This is an optimization exercise on Yosys and OpenROAD, whose aim is small area, not a production implementation.
Function was checked by simulation only, so behaviour that the tests miss may differ from the original.
Power and IR drop assume default switching activity.

==> flow/design.v <==
module missile_predictor_fpga(
    input clk50mhz,
    input rst,
    input uart_rx,
    output reg servo_pwm_out_x,
    output reg servo_pwm_out_y
);
    reg [12:0] baud;
    reg [3:0]  bit_cnt;
    reg        byte_state;      
    reg        diff;            
    reg [7:0]  last_x;
    reg [7:0]  uart_y;
    wire rx_idle = bit_cnt[3] & bit_cnt[1];
    wire done    = rx_idle & ~bit_cnt[0];
    wire tick    = ~rx_idle & (&baud);
    wire shift   = tick & ~bit_cnt[3];
    always @(posedge clk50mhz) begin
        if (rx_idle)
            baud <= 13'h1b8b;
        else if (&baud)
            baud <= 13'h08ea;
        else
            baud <= {baud[11:0], baud[12] ^ baud[11] ^ baud[10] ^ baud[7]};
    end
    always @(posedge clk50mhz) begin
        if (rst)
            bit_cnt <= 4'd15;
        else if (rx_idle)
            bit_cnt <= uart_rx ? 4'd15 : 4'd0;
        else if (&baud)
            bit_cnt <= bit_cnt + 4'd1;
    end
    reg [4:0] cnt;
    wire x_done  = done & ~byte_state;
    wire cnt_hi  = cnt[4] & (cnt[3] | cnt[2]);           
    wire cnt_end = cnt[4] & cnt[3] & cnt[2] & cnt[1];    
    wire predict = x_done & cnt_end;
    wire pop     = x_done & diff & cnt_hi & ~cnt_end;
    wire win     = byte_state & ((bit_cnt == 4'd0) | (bit_cnt == 4'd15));
    wire old_bit = byte_state ? uart_y[0] : last_x[0];
    always @(posedge clk50mhz) begin
        if (rst) begin
            byte_state <= 1'b0;
            diff <= 1'b0;
            last_x <= 8'd128;
            uart_y <= 8'd128;
            cnt <= 5'd0;
        end else begin
            if (done)
                byte_state <= ~byte_state;
            if (shift)
                diff <= (diff & ~(byte_state & (bit_cnt[2:0] == 3'd0))) | (old_bit ^ uart_rx);
            if (shift & ~byte_state)
                last_x <= {uart_rx, last_x[7:1]};
            if (shift & byte_state)
                uart_y <= {uart_rx, uart_y[7:1]};
            if (x_done) begin
                if (cnt_end)
                    cnt <= {4'd0, diff};
                else if (cnt_hi | diff)
                    cnt <= cnt + 5'd1;
            end
        end
    end
    reg [7:0] ring [0:21];
    reg [3:0] slot;
    reg       slot_y;
    reg       pop_d;
    integer i;
    always @(posedge clk50mhz) begin
        if (rst) begin
            slot <= 4'd0;
            slot_y <= 1'b0;
            pop_d <= 1'b0;
        end else begin
            pop_d <= pop;
            if (!(pop | pop_d)) begin
                slot_y <= ~slot_y;
                if (slot_y)
                    slot <= (slot == 4'd10) ? 4'd0 : slot + 4'd1;
            end
        end
    end
    wire [7:0] newest = slot_y ? uart_y : last_x;
    wire wr = win & ({1'b0, slot} + 5'd1 == cnt);
    always @(posedge clk50mhz) begin
        for (i = 0; i < 21; i = i + 1)
            ring[i] <= ring[i+1];
        ring[21] <= wr ? newest : ring[0];
    end
    function [7:0] extrap(input [7:0] h19, input [7:0] h0);
        reg [8:0] d, v, p;
        begin
            d = {1'b0, h19} - {1'b0, h0};
            v = {{4{d[8]}}, d[8:4]};
            p = {1'b0, h19} + {v[5:0], 3'b000} + {v[7:0], 1'b0};
            extrap = p[7:0] & {8{~p[8]}};
        end
    endfunction
    wire [7:0] pred = extrap(newest, ring[0]);
    reg [7:0] pred_x, pred_y;
    always @(posedge clk50mhz) begin
        if (win & (slot == 4'd0) & ~slot_y)
            pred_x <= pred;
        if (win & (slot == 4'd0) & slot_y)
            pred_y <= pred;
    end
    reg [7:0] x_pos, y_pos;
    always @(posedge clk50mhz) begin
        if (rst) begin
            x_pos <= 8'd128;
            y_pos <= 8'd128;
        end else if (predict) begin
            x_pos <= pred_x;
            y_pos <= pred_y;
        end
    end
    reg [8:0]  pr;
    reg [11:0] pq;
    wire pr_end = &(pr | ~9'd293);
    wire pq_end = &(pq | ~12'd3316) & ~pq[8];
    wire pq_neg = &pq[11:8];
    always @(posedge clk50mhz) begin
        if (rst | (pq_end & pr_end)) begin
            pr <= 9'd188;
            pq <= 12'd4011;
        end else if (pr_end) begin
            pr <= 9'd0;
            pq <= pq + 12'd1;
        end else
            pr <= pr + 9'd1;
    end
    wire [8:0] ky = {1'b0, y_pos} + 9'd85;
    always @(posedge clk50mhz) begin
        if (rst) begin
            servo_pwm_out_x <= 1'b0;
            servo_pwm_out_y <= 1'b0;
        end else begin
            servo_pwm_out_x <= pq_neg | ({pq, pr >= 9'd198} < {4'b0000, x_pos, 1'b1});
            servo_pwm_out_y <= pq_neg | ({pq, pr >= 9'd208} < {3'b000, ky, 1'b1});
        end
    end
endmodule
Settings: LEC_CHECK=0, CAP_MARGIN=20, CORE_MARGIN=2, CORE_UTILIZATION=60, CTS_BUF_LIST=sky130_fd_sc_hd__clkbuf_8 sky130_fd_sc_hd__clkbuf_16, CTS_CLUSTER_DIAMETER=80, CTS_CLUSTER_SIZE=30, SLEW_MARGIN=20; clock period 20.0 ns.
run.sh (not shown) runs the stock make flow with config.mk's settings and CLKGATE_MAP_FILE= SYNTH_SCRIPT=/design/flow/synth_recipe.tcl, a recipe that flattens the netlist after the stock synthesis.
Rerun with:
--- a/flow/config.mk
+++ b/flow/config.mk
@@ -10,4 +10 @@
-export CORE_UTILIZATION = 60
-export CTS_BUF_LIST = sky130_fd_sc_hd__clkbuf_8 sky130_fd_sc_hd__clkbuf_16
-export CTS_CLUSTER_DIAMETER = 80
-export CTS_CLUSTER_SIZE = 30
+export CORE_UTILIZATION = 40
Hold slack improved by 0.0040 ns.
Count of clock-buffer cells in the layout increases by 19.
Clock power increases by well over a third.
Final cell count increases by roughly a tenth.
Area after synthesis does not change.
Wire length stays flat.
Synthesized cell count stays the same.
Rerun with:
--- a/flow/config.mk
+++ b/flow/config.mk
@@ -10 +10,3 @@
-export CORE_UTILIZATION = 40
+export CORE_UTILIZATION = 60
+export CTS_BUF_LIST = sky130_fd_sc_hd__clkbuf_2 sky130_fd_sc_hd__clkbuf_4
+export CTS_CLUSTER_SIZE = 30
Flip-flop and latch count does not change.
Design area goes down by 1.9%.
Core utilization rose by 23 points.
Maximum frequency fell by 2.1%.
Routed wire length went up by 4.1%.
Total power falls by 6.8%.
Worst hold slack got worse by 0.0066 ns.
Area after synthesis does not change.
Die area went down by 33%.
Count of clock-buffer cells in the layout rises by 70.
Rerun with:
==> flow/flow/run.sh (new file) <==
#!/bin/bash
set -euo pipefail
export CTS_ARGS="-sink_clustering_enable -repair_clock_nets -sink_clustering_size 30 -sink_clustering_max_diameter 80 -buf_list {sky130_fd_sc_hd__clkbuf_8 sky130_fd_sc_hd__clkbuf_16} -dont_use_dummy_load"
bash standard.sh > orfs_flow.log 2>&1
==> flow/standard.sh (new file) <==
#!/bin/bash
# synth_recipe.tcl (not shown) runs the flow's synth.tcl, then flattens the netlist and writes it again
# the make line also repeats each setting of config.mk as NAME=value (left out here)
make -C /OpenROAD-flow-scripts/flow DESIGN_CONFIG=/design/flow/config.mk WORK_HOME=/design/flow/orfs CLKGATE_MAP_FILE= SYNTH_SCRIPT=/design/flow/synth_recipe.tcl "${@:-finish}"
--- a/flow/config.mk
+++ b/flow/config.mk
@@ -10,3 +10 @@
-export CORE_UTILIZATION = 60
-export CTS_BUF_LIST = sky130_fd_sc_hd__clkbuf_2 sky130_fd_sc_hd__clkbuf_4
-export CTS_CLUSTER_SIZE = 30
+export CORE_UTILIZATION = 70
removed: flow/run.sh
Outcome: Routed wire length went up by 4.5%. Total power went down by 18%. Critical path depth went up by 14. Via count went down by 4.7%. Hold slack got worse by 0.028 ns. Sequential power is about the same.

-- afterwards: timing with drivers on the ports --
No port has a modelled driver above. Below, the same layouts with a new extraction and two added sets of constraints. Step 1, drivers: a clkbuf_16 drives clk50mhz and a buf_2 each remaining input, both assumed. Step 2 also shifts input and output timing later by t, the mid clock arrival at the registers, as if the neighbouring blocks saw the same clock. Three values: ideal, step 1, step 2; two values: the first two.
| run | t (ns) | setup slack, ns | hold slack, ns | worst setup path after step 2 | worst slew at a driven data input, ns |
|---|---|---|---|---|---|
| the first run | 0.506 | 14.679 / 14.638 / 14.195 | 0.318 / 0.318 / 0.318 | input to register | 0.03 |
| the second run | 0.563 | 14.649 / 14.605 / 14.501 | 0.322 / 0.322 / 0.322 | input to register | 0.03 |
| the third run | 0.671 | 14.536 / 14.500 / 14.164 | 0.316 / 0.315 / 0.315 | input to register | 0.03 |
| the fourth run | 0.493 | 14.615 / 14.615 / 14.192 | 0.287 / 0.287 / 0.287 | input to register | 0.03 |
After both steps setup and hold are still met in every run listed. For the first run, which loses most, drivers alone change the setup slack by -0.041 ns; drivers and shift together by -0.484 ns.
